This design comes from an exercise in tuning for small area, a short achievable clock period and few clock cycles on the open sky130 flow, not from production work. RTL that was checked went through simulation tests only; none was proved equivalent to the original.

alpha:
## booth_multiplier
module booth_multiplier(clk, reset_n, multiplier, multiplicand, op_start, op_clear, op_done, result);
	input clk, reset_n, op_start, op_clear;
	input [63:0] multiplier, multiplicand;
	output op_done;
	output [127:0] result;
	reg run, done;
	reg [3:0] cnt;
	reg [63:0] a;             
	reg [3:0] one, two, neg;  
	reg [65:0] S, C;         
	reg [7:0] L0, L1;       
	reg lc;                    
	reg [63:0] rlo;            
	assign op_done = done;
	assign result = {S[63:0], rlo};
	wire last = (cnt == 4'd8);
	wire step = run & ~last;
	always @(posedge clk or negedge reset_n) begin
		if (!reset_n) begin
			run <= 1'b0;
			done <= 1'b0;
		end else if (op_clear) begin
			run <= 1'b0;
			done <= 1'b0;
		end else if (!run) begin
			run <= op_start;
		end else if (last) begin
			done <= 1'b1;
		end
	end
	wire [3:0] m = run ? cnt + 4'd1 : 4'd0;
	wire [64:0] bx = {{0{multiplier[63]}}, multiplier, 1'b0};
	reg [8:0] chunk;
	integer i;
  ...
Settings: LEC_CHECK=0, ABC_CLOCK_PERIOD_IN_PS=2500, CAP_MARGIN=20, CORE_MARGIN=2, CORE_UTILIZATION=50, PLACE_DENSITY=0.65, SETUP_SLACK_MARGIN=2.5, SLEW_MARGIN=20, SYNTH_HIERARCHICAL=1; clock period 5.5 ns.
run.sh (not shown) runs the stock make flow with config.mk's settings and CLKGATE_MAP_FILE= SYNTH_SCRIPT=/design/flow/synth_recipe.tcl, a recipe that flattens the netlist after the stock synthesis.
[inputs] beta vs alpha
--- a/flow/design.v
+++ b/flow/design.v
@@ -1,19 +1,18 @@
 module booth_multiplier(clk, reset_n, multiplier, multiplicand, op_start, op_clear, op_done, result);
 	input clk, reset_n, op_start, op_clear;
 	input [63:0] multiplier, multiplicand;
 	output op_done;
 	output [127:0] result;
 	reg run, done;
 	reg [3:0] cnt;
-	reg [63:0] a;             
 	reg [3:0] one, two, neg;  
 	reg [65:0] S, C;         
 	reg [7:0] L0, L1;       
 	reg lc;                    
 	reg [63:0] rlo;            
 	assign op_done = done;
 	assign result = {S[63:0], rlo};
 	wire last = (cnt == 4'd8);
 	wire step = run & ~last;
 	always @(posedge clk or negedge reset_n) begin
 		if (!reset_n) begin
@@ -37,24 +36,24 @@
 		for (i = 0; i < 8; i = i + 1)
 			if (m == i) chunk = bx[8*i +: 9];
 	end
 	reg [3:0] one_n, two_n, neg_n;
 	always @(*) begin
 		for (i = 0; i < 4; i = i + 1) begin
 			one_n[i] = chunk[2*i+1] ^ chunk[2*i];
 			two_n[i] = (chunk[2*i+2] & ~chunk[2*i+1] & ~chunk[2*i]) | (~chunk[2*i+2] & chunk[2*i+1] & chunk[2*i]);
 			neg_n[i] = chunk[2*i+2];
 		end
 	end
-	wire [64:0] ae = {a[63], a};
-	wire [65:0] ae1 = {a[63], a, 1'b0};
+	wire [64:0] ae = {multiplicand[63], multiplicand};
+	wire [65:0] ae1 = {multiplicand[63], multiplicand, 1'b0};
 	wire [65:0] pp0;
 	assign pp0[64:0] = (({65{one[0]}} & ae) | ({65{two[0]}} & ae1[64:0])) ^ {65{neg[0]}};
 	assign pp0[65] = ~pp0[64];
 	wire [65:0] pp1;
 	assign pp1[64:0] = (({65{one[1]}} & ae) | ({65{two[1]}} & ae1[64:0])) ^ {65{neg[1]}};
 	assign pp1[65] = ~pp1[64];
 	wire [65:0] pp2;
 	assign pp2[64:0] = (({65{one[2]}} & ae) | ({65{two[2]}} & ae1[64:0])) ^ {65{neg[2]}};
 	assign pp2[65] = ~pp2[64];
 	wire [65:0] pp3;
 	assign pp3[64:0] = (({65{one[3]}} & ae) | ({65{two[3]}} & ae1[64:0])) ^ {65{neg[3]}};
@@ -1299,23 +1298,22 @@
 	assign full[62] = ~(xp[62] ^ pg5_62_g);
 	assign full[63] = xp[63] ^ pg5_63_g;
 	assign full[64] = ~(xp[64] ^ pg6_64_g);
 	assign full[65] = xp[65] ^ pg6_65_g;
 	assign full[66] = xp[66] ^ pg6_66_g;
 	assign full[67] = ~(xp[67] ^ pg6_67_g);
 	assign full[68] = xp[68] ^ pg6_68_g;
 	assign full[69] = ~(xp[69] ^ pg6_69_g);
 	assign full[70] = ~(xp[70] ^ pg6_70_g);
 	assign full[71] = xp[71] ^ pg6_71_g;
 	always @(posedge clk) begin
-		a <= multiplicand;
 		one <= one_n;
 		two <= two_n;
 		neg <= neg_n;
 		cnt <= run ? cnt + {3'b0, ~last} : 4'd0;
 		if (step) begin
 			S <= tS[73:8];
 			C <= tC[73:8];
 			L0 <= tS[7:0];
 			L1 <= tC[7:0];
 			lc <= lo[8];
 		end else begin
==> comparison <==
- beta: required time of the critical path 0.12 ns above alpha
- The final hold slack on beta is in line with that on alpha.
- Comparing alpha and beta, area of the mapped netlist is higher on alpha.
- beta vs alpha, highest clock frequency the design can meet went down by 1.7%.
- Non-clock buffer count grows slightly when moving from alpha to beta.
Testbench counts of beta, summed over its fixed seeds: cycles 4,224.
Function not checked in alpha: the RTL went through the layout flow alone.

## static timing again, ports no longer ideal
The flow's constraints put no driver on any port. The routed layouts listed below were extracted and timed again, unchanged, in two steps.
Step 1 (the two cells are an assumption about what drives the block):
set clk [get_ports {clk}]
set_driving_cell -lib_cell sky130_fd_sc_hd__clkbuf_16 $clk
set_driving_cell -lib_cell sky130_fd_sc_hd__buf_2 [delete_from_list [all_inputs] $clk]
Step 2 also shifts input and output timing later by t, the mid clock arrival at the registers, as if the neighbouring blocks saw the same clock.
Slacks: no drivers / after step 1 / after step 2; pairs: no drivers / after step 1.
run | t (ns) | setup slack, ns | hold WS [ns] | clock arrival spread, ns
alpha | 0.614 | 2.562 / 2.562 / 2.562 | 0.440 / 0.440 / 0.440 | 0.017 / 0.018
beta | 0.641 | 2.511 / 2.511 / 1.877 | 0.439 / 0.439 / 0.439 | 0.043 / 0.043
After both steps every run listed still meets setup and hold. The setup slack of beta, which loses most, moves by 0.000 ns with the drivers and by -0.634 ns with both steps.
